What follows belongs to an exercise in optimizing a design on an open flow for small area; a production flow would make more cautious choices.
Only simulation tests tie the RTL to the original design; equivalence was not proved.
Power figures rest on the tool's default switching activity, not on a simulated workload.

==> design/flow/standard.sh <==
#!/bin/bash
# synth_recipe.tcl (not shown) runs the flow's synth.tcl, then flattens the netlist and writes it again
# the make line also repeats each setting of config.mk as NAME=value (left out here)
make -C /OpenROAD-flow-scripts/flow DESIGN_CONFIG=/design/flow/config.mk WORK_HOME=/design/flow/orfs CLKGATE_MAP_FILE= SYNTH_SCRIPT=/design/flow/synth_recipe.tcl "${@:-finish}"
==> design/flow/flow/area.abc <==
strash; &get -n; &deepsyn -J 100 -T 600; &dch -f; &nf -R 1000; &put
==> design/flow/design.v <==
module synchronizer (
    input   wire            i_clk,
    input   wire            i_sig,
    output  wire            o_rst
    );
    reg [1:0]   r_ff;
    always @(posedge i_clk) begin
        r_ff[1:0] <= {r_ff[0], i_sig};
    end
    assign o_rst = ~(r_ff[0] & r_ff[1]);
endmodule
module spi_slave (
    input   wire            i_clk,
    input   wire            i_rst,
    input   wire            i_spi_clk,
    input   wire            i_spi_cs,
    input   wire            i_spi_mosi,
    input   wire            i_dc,
    output  reg     [ 7:0]  o_data,
    output  reg             o_dc,
    output  wire            o_rxdone
    );
    function [16:0] f_inc;           
        input [16:0] a;
        input        ci;
        integer i;
        reg c;
        begin
            c = ci;
            for (i = 0; i < 17; i = i + 1) begin
                f_inc[i] = a[i] ^ c;
                c = c & a[i];
            end
        end
    endfunction
    reg         r_sck;
    reg [ 3:0]  r_cnt;       
    wire        w_rise = i_spi_clk & ~r_sck & ~i_spi_cs;
    always @(posedge i_clk) begin
        if (i_rst) begin
            r_sck <= 1'b0;
            r_cnt <= 4'd0;
        end else begin
            r_sck <= i_spi_clk;
            if (r_cnt[3]) begin
                r_cnt <= (r_cnt[1]) ? 4'd0 : f_inc({13'd0, r_cnt}, 1'b1);
            end else if (i_spi_cs) begin
                r_cnt <= 4'd0;
            end else if (w_rise) begin
                r_cnt <= f_inc({13'd0, r_cnt}, 1'b1);
            end
        end
    end
    always @(posedge i_clk) begin
        if (w_rise) begin
            o_data <= {o_data[6:0], i_spi_mosi};
            o_dc   <= i_dc;
        end
    end
    assign o_rxdone = r_cnt[3] & r_cnt[1];
endmodule
module inst_dec_reg (
    input   wire            i_clk,
    input   wire            i_rst,
    input   wire    [ 7:0]  i_spi_data,
    input   wire            i_spi_dc,
    input   wire            i_spi_rxdone,
    input   wire            i_slot,          
    output  reg     [15:0]  o_pixel_data,
    output  reg     [24:0]  o_col_addr,      
    output  reg     [24:0]  o_row_addr,      
    output  wire            o_sram_clr_req,
    output  wire            o_sram_write_req,
    output  wire            o_sram_waddr_set_req,
    output  reg             o_dispOn,
    output  reg     [ 7:0]  o_pwm_duty
    );
    function [16:0] f_inc;           
        input [16:0] a;
        input        ci;
        integer i;
        reg c;
        begin
            c = ci;
            for (i = 0; i < 17; i = i + 1) begin
                f_inc[i] = a[i] ^ c;
                c = c & a[i];
            end
        end
    endfunction
    localparam I_NONE  = 3'd0;
    localparam I_RESET = 3'd1;
    localparam I_RAMWR = 3'd4;
    localparam I_RASET = 3'd5;
    localparam I_CASET = 3'd6;
    localparam I_PWMDS = 3'd7;
    reg [2:0]   r_inst;
    reg [1:0]   r_byte_cnt;      
    reg         r_req;
    wire        w_cmd  = i_spi_rxdone & ~i_spi_dc;
    wire        w_data = i_spi_rxdone &  i_spi_dc;
    always @(posedge i_clk) begin
        if (i_rst) begin
            r_inst <= I_NONE;
            o_col_addr <= 25'd0;
            o_row_addr <= 25'd0;
            o_pwm_duty <= 8'd255;
            o_dispOn <= 1'b0;
        end else begin
            if (i_slot) r_req <= 1'b0;
            if (w_cmd) begin
                r_byte_cnt <= 2'd0;
                case (i_spi_data)
                    8'h01: begin
                        r_inst <= I_RESET;
                        o_pwm_duty <= 8'd255;
                        o_dispOn <= 1'b0;
                        r_req <= 1'b1;
                    end
                    8'h28: begin r_inst <= I_NONE;  o_dispOn <= 1'b0; end
                    8'h29: begin r_inst <= I_NONE;  o_dispOn <= 1'b1; end
                    8'h2A: r_inst <= I_CASET;
                    8'h2B: r_inst <= I_RASET;
                    8'h2C: r_inst <= I_RAMWR;
                    8'h02: r_inst <= I_PWMDS;
                    default: r_inst <= I_NONE;
                endcase
            end else if (w_data) begin
                case (r_inst)
                    I_RAMWR: begin
                        r_byte_cnt <= f_inc({15'd0, r_byte_cnt}, 1'b1);
                        if (r_byte_cnt[0]) r_req <= 1'b1;
                    end
                    I_CASET: o_col_addr <= {o_col_addr[16:0], i_spi_data};
                    I_RASET: begin
                        o_row_addr <= {o_row_addr[16:0], i_spi_data};
                        r_byte_cnt <= f_inc({15'd0, r_byte_cnt}, 1'b1);
                        if (r_byte_cnt == 2'd3) r_req <= 1'b1;
                    end
                    I_PWMDS: o_pwm_duty <= i_spi_data;
                    default: ;
                endcase
            end
        end
    end
    always @(posedge i_clk) begin
        if (i_spi_rxdone)
            o_pixel_data <= {o_pixel_data[7:0], i_spi_data};
    end
    assign o_sram_clr_req       = r_req & (r_inst == I_RESET);
    assign o_sram_write_req     = r_req & (r_inst == I_RAMWR);
    assign o_sram_waddr_set_req = r_req & (r_inst == I_RASET);
endmodule
module pwm (
    input   wire            i_clk,
    input   wire            i_rst,
    input   wire    [7:0]   i_duty,
    output  wire    [1:0]   o_phase,
    output  wire            o_pwm
);
    function [16:0] f_inc;           
        input [16:0] a;
        input        ci;
        integer i;
        reg c;
        begin
            c = ci;
            for (i = 0; i < 17; i = i + 1) begin
                f_inc[i] = a[i] ^ c;
                c = c & a[i];
            end
        end
    endfunction
    reg [1:0]   r_ph;
    reg [12:0]  r_cnt;           
    always @(posedge i_clk) begin
        if (i_rst) begin
            r_ph  <= 2'b00;
            r_cnt <= 13'd0;
        end else begin
            r_ph  <= {r_ph[0], ~r_ph[1]};
            r_cnt <= f_inc({4'd0, r_cnt}, r_ph[1] & ~r_ph[0]);
        end
    end
    assign o_phase = r_ph;
    function f_lt8;
        input [7:0] a;
        input [7:0] b;
        integer i;
        reg lt;
        begin
            lt = 1'b0;
            for (i = 0; i < 8; i = i + 1)
                lt = (~a[i] & b[i]) | (~(a[i] ^ b[i]) & lt);
            f_lt8 = lt;
        end
    endfunction
    assign o_pwm = f_lt8(r_cnt[12:5], i_duty);
endmodule
module lcd_controller (
    input   wire            i_clk,
    input   wire            i_rst,
    input   wire    [1:0]   i_phase,
    output  wire    [16:0]  o_sram_raddr,
    output  wire            o_DispClockPort,
    output  wire            o_DispHsyncPort,
    output  wire            o_DispVsyncPort,
    output  wire            o_DispDataEnablePort,
    output  wire            o_DispDispPort
    );
    function [16:0] f_inc;           
        input [16:0] a;
        input        ci;
        integer i;
        reg c;
        begin
            c = ci;
            for (i = 0; i < 17; i = i + 1) begin
                f_inc[i] = a[i] ^ c;
                c = c & a[i];
            end
        end
    endfunction
    assign o_DispDispPort       = 1'b1;
    assign o_DispDataEnablePort = 1'b0;
    assign o_DispClockPort      = i_phase[1];
    reg [ 9:0]  r_h;
    reg         r_v_vis;         
    reg [ 3:0]  r_v_blank;       
    reg [11:0]  r_cnt_hi;
    wire        w_h_end  = (r_h == 10'd530);
    wire        w_line   = (r_h == 10'd487);           
    wire        w_h_vis  = ~(r_h[9] | (&r_h[8:5]));        
    wire        w_vis    = w_h_vis & r_v_vis;
    always @(posedge i_clk) begin
        if (i_rst) begin
            r_h <= 10'd488;
            r_v_vis <= 1'b0;
            r_v_blank <= 4'd4;
            r_cnt_hi <= 12'd0;
        end else begin
            if (i_phase == 2'b01) begin
                r_h <= w_h_end ? 10'd0 : f_inc({7'd0, r_h}, 1'b1);
                if (w_line) begin
                    if (r_v_vis) begin
                        if (r_cnt_hi == 12'd4080) begin
                            r_v_vis <= 1'b0;
                            r_v_blank <= 4'd0;
                        end
                    end else begin
                        r_v_blank <= f_inc({13'd0, r_v_blank}, 1'b1);
                        if (&r_v_blank) r_v_vis <= 1'b1;
                        if (r_v_blank == 4'd3) r_cnt_hi <= 12'd0;
                    end
                end
            end
            if ((i_phase == 2'b10) & w_vis & (&r_h[4:0]))
                r_cnt_hi <= f_inc({5'd0, r_cnt_hi}, 1'b1);
        end
    end
    wire [16:0] w_lo17 = f_inc({12'd0, r_h[4:0]}, ~i_phase[1]);
    wire [4:0]  w_lo = w_lo17[4:0];
    assign o_sram_raddr = {r_cnt_hi, w_vis ? w_lo : 5'd0};
    assign o_DispHsyncPort = ~(r_h == 10'd488);
    assign o_DispVsyncPort = ~(~r_v_vis & (r_v_blank >= 4'd4) & (r_v_blank <= 4'd13));
endmodule
module sram_controller (
    input   wire            i_clk,
    input   wire            i_rst,
    input   wire    [1:0]   i_phase,
    input   wire            i_height_is_270,
    input   wire    [15:0]  i_pixel_data,
    input   wire    [24:0]  i_col_addr,
    input   wire    [24:0]  i_row_addr,
    input   wire            i_sram_clr_req,
    input   wire            i_sram_write_req,
    input   wire            i_sram_waddr_set_req,
    input   wire            i_dispOn,
    input   wire    [16:0]  i_sram_raddr,
    output  wire            o_SRAMWriteEnablePort,
    output  wire            o_SRAMOutputEnablePort,
    output  wire    [23:0]  o_SRAMDataPort,
    output  wire            o_SRAMDataDrivePort,
    output  wire    [17:0]  o_SRAMAddrPort
    );
    function [16:0] f_inc;           
        input [16:0] a;
        input        ci;
        integer i;
        reg c;
        begin
            c = ci;
            for (i = 0; i < 17; i = i + 1) begin
                f_inc[i] = a[i] ^ c;
                c = c & a[i];
            end
        end
    endfunction
    function [11:0] f_add12;         
        input [11:0] a;
        input [11:0] b;
        input        ci;
        integer i;
        reg c;
        begin
            c = ci;
            for (i = 0; i < 12; i = i + 1) begin
                f_add12[i] = a[i] ^ b[i] ^ c;
                c = (a[i] & b[i]) | (c & (a[i] ^ b[i]));
            end
        end
    endfunction
    function f_ge9;                  
        input [8:0] a;
        input [8:0] b;
        integer i;
        reg ge;
        begin
            ge = 1'b1;
            for (i = 0; i < 9; i = i + 1)
                ge = (a[i] & ~b[i]) | (~(a[i] ^ b[i]) & ge);
            f_ge9 = ge;
        end
    endfunction
    reg     [16:0]  r_waddr;
    reg             r_oe_on;         
    reg             r_we;
    reg             r_clr_busy;
    reg     [8:0]   r_x;
    reg     [8:0]   r_y;
    wire            w_slot = (i_phase == 2'b00);
    wire            w_x_end = f_ge9(r_x, i_col_addr[8:0]);
    wire            w_y_end = f_ge9(r_y, i_row_addr[8:0]);
    wire    [16:0]  w_ym17 = f_inc({9'd0, r_y[7:0]}, i_height_is_270);
    wire    [7:0]   w_ym = w_ym17[7:0];
    wire    [11:0]  w_hi = f_add12({w_ym, r_x[8:5]}, {3'b111, ~r_y}, ~i_height_is_270);
    wire    [16:0]  w_addr = {w_hi, r_x[4:0]};
    always @(posedge i_clk) begin
        if (i_rst) begin
            r_waddr <= 17'd0;
            r_oe_on <= 1'b0;
            r_we <= 1'b0;
            r_clr_busy <= 1'b0;
            r_x <= 9'd0;
            r_y <= 9'd0;
        end else begin
            if (w_slot) begin
                r_we <= 1'b0;
                if (r_clr_busy) begin
                    if (&r_waddr[16:9]) begin
                        r_clr_busy <= 1'b0;
                    end else begin
                        r_waddr <= f_inc(r_waddr, 1'b1);
                        r_we <= 1'b1;
                    end
                end else if (i_sram_clr_req) begin
                    r_waddr <= 17'd0;
                    r_clr_busy <= 1'b1;
                    r_we <= 1'b1;
                end else if (i_sram_write_req) begin
                    r_x <= f_inc({8'd0, r_x}, 1'b1);
                    if (w_x_end) begin
                        r_x <= i_col_addr[24:16];
                        r_y <= f_inc({8'd0, r_y}, 1'b1);
                        if (w_y_end) r_y <= i_row_addr[24:16];
                    end
                    r_waddr <= w_addr;
                    r_we <= 1'b1;
                end else if (i_sram_waddr_set_req) begin
                    r_x <= i_col_addr[24:16];
                    r_y <= i_row_addr[24:16];
                end
            end else if (i_phase == 2'b11) begin
                r_oe_on <= i_dispOn;
                r_we <= 1'b0;
            end
        end
    end
    wire            w_oe = r_oe_on & ~r_we;
    assign o_SRAMWriteEnablePort  = ~r_we;
    assign o_SRAMOutputEnablePort = ~w_oe;
    assign o_SRAMDataPort = (r_we & ~r_clr_busy) ?
        {8'b0, i_pixel_data[4:0], i_pixel_data[10:5], i_pixel_data[15:11]} : 24'd0;
    assign o_SRAMDataDrivePort = r_we | ~i_dispOn;
    assign o_SRAMAddrPort = {1'b0, w_oe ? i_sram_raddr : r_waddr};
endmodule
module spi_display_controller_top (
    input   wire            mco,
    input   wire            rst_n,
    input   wire            SPI_CLK,
    input   wire            SPI_CS,
    input   wire            SPI_MOSI,
    input   wire            DC,
    input   wire    [ 5:0]  iModeSelectorPort,
    output  wire            oDispClockPort,
    output  wire            oDispHsyncPort,
    output  wire            oDispVsyncPort,
    output  wire            oDispDataEnablePort,
    output  wire            oDispDispPort,
    output  wire            oDispLedSHDNPort,
    output  wire    [17:0]  oSRAMAddrPort,
    output  wire    [23:0]  oSRAMDataPort,
    output  wire            oSRAMDataDrivePort,
    output  wire            oSRAMWriteEnablePort,
    output  wire            oSRAMOutputEnablePort
    );
    wire        w_rst;
    wire [ 1:0] w_phase;
    wire [ 7:0] w_spi_mosi_data;
    wire        w_spi_dc;
    wire        w_spi_rxdone;
    wire [15:0] w_pixel_data;
    wire [24:0] w_col_addr;
    wire [24:0] w_row_addr;
    wire        w_sram_clr_req;
    wire        w_sram_write_req;
    wire        w_sram_waddr_set_req;
    wire        w_dispOn;
    wire [ 7:0] w_pwm_duty;
    wire [16:0] w_sram_raddr;
    synchronizer sync_reset_inst (
        .i_clk ( mco ),
        .i_sig ( rst_n ),
        .o_rst ( w_rst )
    );
    spi_slave spi_slave_inst (
        .i_clk ( mco ),
        .i_rst ( w_rst ),
        .i_spi_clk ( SPI_CLK ),
        .i_spi_cs ( SPI_CS ),
        .i_spi_mosi ( SPI_MOSI ),
        .i_dc ( DC ),
        .o_data ( w_spi_mosi_data ),
        .o_dc ( w_spi_dc ),
        .o_rxdone ( w_spi_rxdone )
    );
    inst_dec_reg inst_dec_reg_inst (
        .i_clk ( mco ),
        .i_rst ( w_rst ),
        .i_spi_data ( w_spi_mosi_data ),
        .i_spi_dc ( w_spi_dc ),
        .i_spi_rxdone ( w_spi_rxdone ),
        .i_slot ( w_phase == 2'b00 ),
        .o_pixel_data ( w_pixel_data ),
        .o_col_addr ( w_col_addr ),
        .o_row_addr ( w_row_addr ),
        .o_sram_clr_req ( w_sram_clr_req ),
        .o_sram_write_req ( w_sram_write_req ),
        .o_sram_waddr_set_req ( w_sram_waddr_set_req ),
        .o_dispOn ( w_dispOn ),
        .o_pwm_duty ( w_pwm_duty )
    );
    pwm pwm_lcd_inst (
        .i_clk ( mco ),
        .i_rst ( w_rst ),
        .i_duty ( w_pwm_duty ),
        .o_phase ( w_phase ),
        .o_pwm ( oDispLedSHDNPort )
    );
    lcd_controller lcd_controller_inst (
        .i_clk ( mco ),
        .i_rst ( w_rst ),
        .i_phase ( w_phase ),
        .o_sram_raddr ( w_sram_raddr ),
        .o_DispClockPort ( oDispClockPort ),
        .o_DispHsyncPort ( oDispHsyncPort ),
        .o_DispVsyncPort ( oDispVsyncPort ),
        .o_DispDataEnablePort ( oDispDataEnablePort ),
        .o_DispDispPort ( oDispDispPort )
    );
    sram_controller sram_controller_inst (
        .i_clk ( mco ),
        .i_rst ( w_rst ),
        .i_phase ( w_phase ),
        .i_height_is_270 ( iModeSelectorPort[0] ),
        .i_pixel_data ( w_pixel_data ),
        .i_col_addr ( w_col_addr ),
        .i_row_addr ( w_row_addr ),
        .i_sram_clr_req ( w_sram_clr_req ),
        .i_sram_write_req ( w_sram_write_req ),
        .i_sram_waddr_set_req ( w_sram_waddr_set_req ),
        .i_dispOn ( w_dispOn ),
        .i_sram_raddr ( w_sram_raddr ),
        .o_SRAMWriteEnablePort ( oSRAMWriteEnablePort ),
        .o_SRAMOutputEnablePort ( oSRAMOutputEnablePort ),
        .o_SRAMDataPort ( oSRAMDataPort ),
        .o_SRAMDataDrivePort ( oSRAMDataDrivePort ),
        .o_SRAMAddrPort ( oSRAMAddrPort )
    );
endmodule
==> design/flow/config.mk <==
export PLATFORM = sky130hd
export DESIGN_NAME = spi_display_controller_top
export DESIGN_NICKNAME = spi_display_controller_top
export VERILOG_FILES = /design/flow/design.v
export SDC_FILE = /design/flow/constraint.sdc
export NUM_CORES = 4
export LEC_CHECK = 0
export CAP_MARGIN = 5
export CORE_MARGIN = 2
export CORE_UTILIZATION = 65
export GPL_TIMING_DRIVEN = 0
export SLEW_MARGIN = 5
==> design/flow/flow/run.sh <==
#!/bin/bash
# Layout flow: the standard synthesis, then its combinational logic
# re-mapped for area by ABC (the flip-flops and full adders, their names and cell types
# are kept as the standard synthesis made them), then the standard ORFS
# layout with a lighter clock tree (no dummy loads) and minimum-size port
# buffers. Each tool's output goes to its own log file in this folder.
set -euo pipefail
W=$(pwd)
R=$W/orfs/results/$FLOW_PLATFORM/spi_display_controller_top/base
LIB=$FLOW_HOME/platforms/$FLOW_PLATFORM/lib/sky130_fd_sc_hd__tt_025C_1v80.lib
YOSYS=yosys
[[ -x $FLOW_HOME/../tools/install/yosys/bin/yosys ]] && YOSYS=$FLOW_HOME/../tools/install/yosys/bin/yosys
export CTS_ARGS="-sink_clustering_enable -repair_clock_nets -dont_use_dummy_load -buf_list sky130_fd_sc_hd__clkbuf_8"
export BUFFER_PORTS_ARGS="-buffer_cell sky130_fd_sc_hd__buf_1"
export SKIP_REPAIR_TIE_FANOUT=1

bash standard.sh synth > synth_standard.log 2>&1
cp "$R/1_2_yosys.v" "$W/standard_netlist.v"
python3 flow/gen_models.py "$LIB" "$W/standard_netlist.v" "$W/comb_models.v" > gen_models.log 2>&1

DONT_USE=""
for c in sky130_fd_sc_hd__probe_p_8 sky130_fd_sc_hd__probec_p_8; do DONT_USE="$DONT_USE -dont_use $c"; done
for c in $(grep -o 'cell *( *"\?sky130_fd_sc_hd__lpflow_[a-z0-9_]*' "$LIB" | grep -o 'sky130_fd_sc_hd__lpflow_[a-z0-9_]*' | sort -u); do
  DONT_USE="$DONT_USE -dont_use $c"
done
cat > resynth.ys <<EOS
read_verilog $W/comb_models.v
read_liberty -lib -ignore_redef $LIB
read_verilog $W/standard_netlist.v
hierarchy -check -top $FLOW_TOP
flatten
delete t:\$scopeinfo
techmap
opt -fast
abc -liberty $LIB $DONT_USE -script $W/flow/area.abc
setundef -zero
splitnets
opt_clean -purge
hilomap -singleton -hicell sky130_fd_sc_hd__conb_1 HI -locell sky130_fd_sc_hd__conb_1 LO
opt_clean -purge
stat -liberty $LIB
write_verilog -noattr -noexpr -nohex -nodec $R/1_2_yosys.v
EOS
$YOSYS -s resynth.ys > resynth.log 2>&1

bash standard.sh synth > synth_odb.log 2>&1
bash standard.sh > layout.log 2>&1
==> design/flow/flow/gen_models.py <==
#!/usr/bin/env python3
"""Write Verilog models of the combinational cells a netlist uses, from
their liberty functions, so that Yosys can re-map that logic. Full-adder
cells get no model: they stay as the standard synthesis placed them.
usage: gen_models.py LIB NETLIST OUT"""
import re
import sys

lib, netlist, out = sys.argv[1:4]
txt = open(lib).read()
used = set(re.findall(r'^\s*(sky130_fd_sc_hd__\w+)\s+\S+\s*\(', open(netlist).read(), re.M))
parts = re.split(r'\n\s*cell\s*\(\s*"?([A-Za-z0-9_]+)"?\s*\)\s*\{', txt)
mods = []
for i in range(1, len(parts), 2):
    name, body = parts[i], parts[i + 1]
    if name not in used or name.startswith('sky130_fd_sc_hd__fa_'):
        continue
    if re.search(r'\b(ff|latch|statetable)\s*\(', body) or 'three_state' in body:
        continue
    ins, outs = [], []
    for pn, pb in re.findall(r'pin\s*\(\s*"?(\w+)"?\s*\)\s*\{(.*?)\n\s{8}\}', body, re.S):
        d = re.search(r'direction\s*:\s*"?(\w+)"?', pb)
        if not d:
            continue
        if d.group(1) == 'input':
            ins.append(pn)
        elif d.group(1) == 'output':
            f = re.search(r'function\s*:\s*"([^"]*)"', pb)
            outs.append((pn, f.group(1) if f else None))
    if not outs or any(f is None for _, f in outs):
        print('no model for', name)
        continue

    def conv(f):
        f = f.replace('!', '~')
        return re.sub(r'(\w|\))\s+(?=[\w~(])', r'\1 & ', f)

    s = 'module %s(%s);\n' % (name, ', '.join(ins + [o for o, _ in outs]))
    s += ''.join('  input %s;\n' % p for p in ins)
    s += ''.join('  output %s;\n  assign %s = %s;\n' % (o, o, conv(f)) for o, f in outs)
    mods.append(s + 'endmodule\n')
open(out, 'w').write(''.join(mods))
print('models:', len(mods), 'cells used:', len(used))
==> design/flow/constraint.sdc <==
create_clock -name core_clock -period 5.0 [get_ports {mco}]
set_input_delay 1.0000 -clock core_clock [delete_from_list [all_inputs] [get_ports {mco}]]
set_output_delay 1.0000 -clock core_clock [all_outputs]
set_load 0.01 [all_outputs]
==> impl_metrics.json, run 1 <==
{
  "outcome": "no timing/DRC/antenna violations",
  "fin_area_sq_um": 7850,
  "critical_path.most_common_cell": "sky130_fd_sc_hd__fa_1",
  "drv_slew": 0,
  "cts_made_buffers": 17,
  "grt_setup_unrepaired": "false",
  "number_of_global_route_vias_before_repair": 5247,
  "internal_power_mw": 1.76,
  "finClkSkew_ns": 0.0239,
  "num_rows": 38,
  "gr-total-overflow": 0,
  "worst_slack_ns": 0.311,
  "power.leakage_nw": 2.75,
  "final_net_count": 836,
  "fill_cells": 833,
  "timing.final.hold_violations": 0,
  "worst_r2r_startpoint": "sram_controller_inst.r_y[0]",
  "pwr-share-clk_pct": 32.5,
  "root_buffer": "sky130_fd_sc_hd__clkbuf_8",
  "setup_tns_ns": 0,
  "fin_cells": 953,
  "hp-start": "sync_reset_inst.r_ff[0]",
  "cp_data_arrival_time_ns": 5.03,
  "start_util_pct": 66.6,
  "timing_worst_slew_pin_value_ns": 0.971,
  "avgViaCountPerCell": 6.02,
  "cp-end-kind": "register",
  "dr.pass1.iters": 5,
  "drt.antenna.violating_nets": 0,
  "min_period_over_period_pct": 93.8,
  "crit_path_max_fanout": 5,
  "multiInputGateArea_sq_um": 3270,
  "critical-path-max-stage-delay_ns": 0.43,
  "cts_hold_buf": 0,
  "seq_area_sq_um": 3820,
  "wirelength_mm": 15.3,
  "seq_power_share_pct": 65.1,
  "clk_latency_ns": 0.47,
  "worst_hold_path_type": "register to register",
  "post-place-cells": 935,
  "avgRoutedWirePerCell_um": 16.0,
  "cp-startpoint": "iModeSelectorPort[0]",
  "area_growth_syn_to_layout_pct": 8.66,
  "vdd_ir_drop_max_uv": 239,
  "clock_sinks": 177,
  "max-cap-violations": 0,
  "dp.final_hpwl_mm": 10.6,
  "mostFrequentLayoutCells": "sky130_fd_sc_hd__dfxtp_1, sky130_fd_sc_hd__nor2_1, sky130_fd_sc_hd__a22o_1",
  "port_buffers": 46,
  "critical-path-slowest-cell": "sky130_fd_sc_hd__fa_1",
  "period_needed_ns": 4.69,
  "cp_cell_sequence": "buf_1 -> clkinv_1 -> fa_1 -> fa_1 -> fa_1 -> fa_1 -> clkinv_1 -> fa_1 -> fa_1 -> fa_1 -> fa_1 -> fa_1 -> or3_1 -> o21ai_0 -> nand3_1 -> nand2_1 -> o22ai_1",
  "clk_path_buf_depth": 2,
  "synthesis.instances": 747,
  "switchingPower_mw": 0.477,
  "design.die.area_sq_um": 12000,
  "syn_nets": 768,
  "worst_setup_slack_before_clock_tree_synthesis_ns": -0.183,
  "critPathKind": "input pin to register",
  "boundaryPins": 63,
  "post-cts-setup-buffers": 0,
  "tritoncts": "done",
  "synth-warning-count": 6,
  "grt_max_degree": 27,
  "final-setup-viol-count": 0,
  "routabilityCongestion": 0.815,
  "post_route_drc_violation_count": 0,
  "dpl_cell_area_sq_um": 7600,
  "grt_use_total_pct": 26.7,
  "placeableCoreArea_sq_um": 10800,
  "clkSlewWorstSetupHoldPaths_ns": 0.07,
  "report.power.total_mw": 2.24,
  "startpoint_type": "input pin",
  "cts_max_level": 4,
  "syn_avg_cell_area_sq_um": 9.67,
  "netSwitchingFraction_pct": 21.3,
  "final_common_cell": "sky130_fd_sc_hd__dfxtp_1",
  "grt_antenna_before_repair": 0,
  "cts_resized": 0,
  "netlist_area_sq_um": 7220,
  "routed-via-count": 5733,
  "grt_first_pass_wirelength_mm": 24.9,
  "cp_data_required_time_ns": 5.34,
  "detail_route.iter0.violations": 464,
  "clock.fmax_mhz": 213,
  "relSlewSlack_pct": 35.2,
  "insertedDiodeCount": 0,
  "share_comb_of_total_power_pct": 2.3,
  "powerDensity_nw_per_um2": 285,
  "dieHeight_um": 109,
  "post_route_cells_drive_above_1_share_pct": 2.83,
  "die_w_um": 109
}
-- sequential cells by signal (all words and copies together), names as in the netlist, 2 cells and up --
| signal | cells |
|---|---|
| inst_dec_reg_inst.o_pwm_duty | 8 |
| lcd_controller_inst.r_h | 10 |
| inst_dec_reg_inst.o_pixel_data | 16 |
| lcd_controller_inst.r_cnt_hi | 12 |
| spi_slave_inst.r_cnt | 4 |
| pwm_lcd_inst.r_cnt | 13 |
| inst_dec_reg_inst.r_inst | 3 |
| inst_dec_reg_inst.o_col_addr | 25 |
| inst_dec_reg_inst.r_byte_cnt | 2 |
| sram_controller_inst.r_y | 9 |
| lcd_controller_inst.r_v_blank | 4 |
| inst_dec_reg_inst.o_row_addr | 25 |
| sram_controller_inst.r_x | 9 |
| spi_slave_inst.o_data | 8 |
| pwm_lcd_inst.r_ph | 2 |
| sram_controller_inst.r_waddr | 17 |
| sync_reset_inst.r_ff | 2 |
-- power groups by stage --
stage / registers [mW] / logic, mW / clock network, mW
global route: 1.46 / 0.0591 / 0.785
finish: 1.46 / 0.0523 / 0.729
global placement: 1.49 / 0.0485 / 0
CTS: 1.46 / 0.0513 / 0.731
floorplan: 1.49 / 0.0361 / 0
detailed placement: 1.49 / 0.0512 / 0
-- path summary, 6_finish.rpt --
kind | endpoint | slack (ns) | cells after the start
max reg2reg | sram_controller_inst.r_waddr[16] | 0.52 | 16
max | sram_controller_inst.r_waddr[16] | 0.31 | 17
min reg2reg | sync_reset_inst.r_ff[1] | 0.38 | 0
min | sync_reset_inst.r_ff[1] | 0.38 | 0
-- critical path: cells and delay by family --
kind                       cells  cell delay (ns)
AOI/OAI and AO/OA              2             0.23
adders and majority gates      9             2.89
buffers and inverters          3             0.32
and+or+nand+nor                3             0.59
-- layer usage --
metal / global-route usage (%) / vias up / part of all wire (%)
li1: - / 2854 / -
met1: 35.6 / 2743 / 47
met2: 43.0 / 116 / 47
met3: 6.22 / 20 / 4.0
met4: 9.13 / 0 / 1.3
met5: 0 / - / 0
-- stage by stage --
step / hold WS (ns) / utilization, %
finish: 0.382 / 72.4
CTS: 0.378 / 72.3
floorplan: 0.355 / -
global route: 0.382 / 72.4
global placement: 0.367 / 69.8
detailed placement: 0.368 / 70.1
-- cell type report --
class	instances	area share [%]
multi-input combinational	533	41.7
tap	140	2.23
clock buffer	17	2.98
timing repair buffer	49	2.63
sequential	177	48.7
inverter	37	1.77
==> run 2, diff against run 1 <==
--- a/design/flow/design.v
+++ b/design/flow/design.v
@@ -74,5 +74,5 @@
     output  wire            o_sram_waddr_set_req,
     output  reg             o_dispOn,
-    output  reg     [ 7:0]  o_pwm_duty
+    output  reg     [ 7:0]  o_pwm_duty_n     
     );
     function [16:0] f_inc;           
@@ -105,5 +105,5 @@
             o_col_addr <= 25'd0;
             o_row_addr <= 25'd0;
-            o_pwm_duty <= 8'd255;
+            o_pwm_duty_n <= 8'd0;
             o_dispOn <= 1'b0;
         end else begin
@@ -114,5 +114,5 @@
                     8'h01: begin
                         r_inst <= I_RESET;
-                        o_pwm_duty <= 8'd255;
+                        o_pwm_duty_n <= 8'd0;
                         o_dispOn <= 1'b0;
                         r_req <= 1'b1;
@@ -138,5 +138,5 @@
                         if (r_byte_cnt == 2'd3) r_req <= 1'b1;
                     end
-                    I_PWMDS: o_pwm_duty <= i_spi_data;
+                    I_PWMDS: o_pwm_duty_n <= ~i_spi_data;
                     default: ;
                 endcase
@@ -155,5 +155,5 @@
     input   wire            i_clk,
     input   wire            i_rst,
-    input   wire    [7:0]   i_duty,
+    input   wire    [7:0]   i_duty_n,        
     output  wire    [1:0]   o_phase,
     output  wire            o_pwm
@@ -196,5 +196,5 @@
         end
     endfunction
-    assign o_pwm = f_lt8(r_cnt[12:5], i_duty);
+    assign o_pwm = f_lt8(r_cnt[12:5], ~i_duty_n);
 endmodule
 module lcd_controller (
@@ -417,5 +417,5 @@
     wire        w_sram_waddr_set_req;
     wire        w_dispOn;
-    wire [ 7:0] w_pwm_duty;
+    wire [ 7:0] w_pwm_duty_n;
     wire [16:0] w_sram_raddr;
     synchronizer sync_reset_inst (
@@ -449,10 +449,10 @@
         .o_sram_waddr_set_req ( w_sram_waddr_set_req ),
         .o_dispOn ( w_dispOn ),
-        .o_pwm_duty ( w_pwm_duty )
+        .o_pwm_duty_n ( w_pwm_duty_n )
     );
     pwm pwm_lcd_inst (
         .i_clk ( mco ),
         .i_rst ( w_rst ),
-        .i_duty ( w_pwm_duty ),
+        .i_duty_n ( w_pwm_duty_n ),
         .o_phase ( w_phase ),
         .o_pwm ( oDispLedSHDNPort )
==> impl_metrics.json, run 2 <==
{
  "grt_first_pass_wirelength_mm": 25.5,
  "crit_path_max_fanout": 5,
  "min_period_over_period_pct": 93.5,
  "netSwitchingFraction_pct": 21.3,
  "cp_cell_sequence": "buf_1 -> clkinv_1 -> fa_1 -> fa_1 -> fa_1 -> fa_1 -> clkinv_1 -> fa_1 -> fa_1 -> fa_1 -> fa_1 -> fa_1 -> nand2_1 -> o21ai_0 -> nand3_1 -> nand2_1 -> o22ai_1",
  "seq_power_share_pct": 65.1,
  "detail_route.iter0.violations": 566,
  "timing.final.hold_violations": 0,
  "boundaryPins": 63,
  "clock.fmax_mhz": 214,
  "internal_power_mw": 1.76,
  "dp.final_hpwl_mm": 10.9,
  "die_w_um": 109,
  "syn_nets": 774,
  "outcome": "no timing/DRC/antenna violations",
  "mostFrequentLayoutCells": "sky130_fd_sc_hd__dfxtp_1, sky130_fd_sc_hd__nor2_1, sky130_fd_sc_hd__nand2_1",
  "area_growth_syn_to_layout_pct": 8.66,
  "cp-startpoint": "iModeSelectorPort[0]",
  "critical_path.most_common_cell": "sky130_fd_sc_hd__fa_1",
  "placeableCoreArea_sq_um": 10800,
  "dr.pass1.iters": 5,
  "timing.critical_path.buf_inv": 3,
  "worst_r2r_startpoint": "sram_controller_inst.r_y[0]",
  "relSlewSlack_pct": 31.6,
  "cts_max_level": 4,
  "max-cap-violations": 0,
  "routed-via-count": 5768,
  "path_delay_family": "adder cells",
  "pwr-share-clk_pct": 32.5,
  "avgViaCountPerCell": 6.02,
  "hp-start": "sync_reset_inst.r_ff[0]",
  "report.power.total_mw": 2.24,
  "cts_hold_buf": 0,
  "root_buffer": "sky130_fd_sc_hd__clkbuf_8",
  "gr-total-overflow": 0,
  "post_route_cells_drive_above_1_share_pct": 2.81,
  "r2r.worst_path.cells": 16,
  "clock_sinks": 177,
  "design.die.area_sq_um": 11900,
  "clkSlewWorstSetupHoldPaths_ns": 0.07,
  "final_core_util_pct": 72.1,
  "switchingPower_mw": 0.477,
  "clk_path_buf_depth": 2,
  "multiInputGateArea_sq_um": 3290,
  "final_net_count": 841,
  "number_of_global_route_vias_before_repair": 5349,
  "final_common_cell": "sky130_fd_sc_hd__dfxtp_1",
  "num_rows": 38,
  "drt.antenna.violating_nets": 0,
  "startpoint_type": "input pin",
  "grt_antenna_before_repair": 0,
  "wirelength_mm": 15.6,
  "grt_use_total_pct": 27.6,
  "worst_setup_slack_before_clock_tree_synthesis_ns": -0.135,
  "power.leakage_nw": 2.80,
  "share_comb_of_total_power_pct": 2.4,
  "cp-end-kind": "register",
  "period_needed_ns": 4.67,
  "insertedDiodeCount": 0,
  "cp_data_arrival_time_ns": 4.99,
  "reg.largest.list": "inst_dec_reg_inst.o_col_addr (25), inst_dec_reg_inst.o_row_addr (25), sram_controller_inst.r_waddr (17)",
  "cts_resized": 0,
  "synth-warning-count": 6,
  "worst_hold_path_type": "register to register",
  "drv_slew": 0,
  "number_of_stages_on_the_worst_setup_path": 17,
  "fill_cells": 850,
  "setup_tns_ns": 0,
  "seq_area_sq_um": 3820,
  "synthesis.instances": 753,
  "timing_worst_slew_pin_value_ns": 1.02,
  "avgRoutedWirePerCell_um": 16.3,
  "finClkSkew_ns": 0.0194,
  "vdd_ir_drop_max_uv": 277,
  "post_route_drc_violation_count": 0,
  "netlist_area_sq_um": 7200,
  "fin_area_sq_um": 7820,
  "tritoncts": "done",
  "port_buffers": 46,
  "dieHeight_um": 109,
  "holdPathStages": 0,
  "cp_data_required_time_ns": 5.31,
  "worst_slack_ns": 0.327,
  "powerDensity_nw_per_um2": 286,
  "routabilityCongestion": 0.880,
  "dpl_cell_area_sq_um": 7580,
  "clk_latency_ns": 0.45,
  "critical-path-slowest-cell": "sky130_fd_sc_hd__fa_1",
  "syn_avg_cell_area_sq_um": 9.56,
  "grt_setup_unrepaired": "false",
  "final-setup-viol-count": 0,
  "grt_max_degree": 29,
  "critical-path-max-stage-delay_ns": 0.48,
  "start_util_pct": 66.4,
  "post-cts-setup-buffers": 0,
  "critPathKind": "input pin to register",
  "cts_made_buffers": 17
}
## run 2: per-stage QoR
step	hold WS, ns	instances
global placement	0.361	939
CTS	0.385	958
finish	0.383	958
detailed placement	0.375	941
floorplan	0.355	753
global route	0.401	958
## run 2: worst paths after layout
kind	slack, ns	end
worst max-delay path	0.33	sram_controller_inst.r_waddr[16]
worst min-delay path	0.38	sync_reset_inst.r_ff[1]
worst max register to register	0.55	sram_controller_inst.r_waddr[16]
worst min register to register	0.38	sync_reset_inst.r_ff[1]
## run 2: layout make-up
type,instances,share of cell area (%)
well taps,140,2.24
flip-flops and latches,177,48.9
multi-input cells,549,42.0
clock buffers,17,2.99
repair buffers,48,2.54
inverters,27,1.30
## run 2: worst reg2reg max path, delay by kind of cell, from the launching register on
family | cells | cell delay (ns)
DFF | 1 | 0.52
buffers and inverters | 2 | 0.28
adders and majority gates | 9 | 2.84
AOI/OAI and AO/OA | 2 | 0.41
and+or+nand+nor | 3 | 0.29
## run 2: per-layer routing
metal | GRT usage, % | vias up | part of all wire (%) | wire length [um]
li1 | - | 2870 | - | -
met1 | 36.6 | 2731 | 48 | 7430
met2 | 43.7 | 133 | 46 | 7170
met3 | 5.98 | 34 | 4.0 | 630
met4 | 11.8 | 0 | 2.5 | 385
met5 | 0 | - | 0 | 0
## run 2: power by group through the flow
stage / sequential, mW / clock (mW) / combinational [mW]
5_1_grt: 1.46 / 0.785 / 0.0596
3_3_place_gp: 1.49 / 0 / 0.0502
2_1_floorplan: 1.49 / 0 / 0.0366
6_report: 1.46 / 0.729 / 0.0527
4_1_cts: 1.46 / 0.735 / 0.0523
3_5_place_dp: 1.49 / 0 / 0.0522

[static timing again, ports no longer ideal]
Ports are ideal in the flow. The routed layouts listed here were re-timed in OpenROAD.
Step 1 assumes that a clkbuf_16 drives the clock port and a buf_2 every other input.
Step 2, shift: input delay + t, output delay - t, t = (earliest + latest rising clock arrival at the registers) / 2. This alone moves slack from input paths to output paths.
Three values: ideal, step 1, step 2; two values: the first two.
| run | shift t [ns] | setup WS [ns] | worst setup path after step 2 |
|---|---|---|---|
| run 1 | 0.490 | 0.311 / 0.328 / -0.162 | input to register |
| run 2 | 0.479 | 0.327 / 0.341 / -0.139 | input to register |
Met with ideal ports but missed after step 2: setup timing in run 1 and run 2. The setup slack of run 1, which loses most, moves by +0.017 ns with the drivers and by -0.473 ns with both steps.
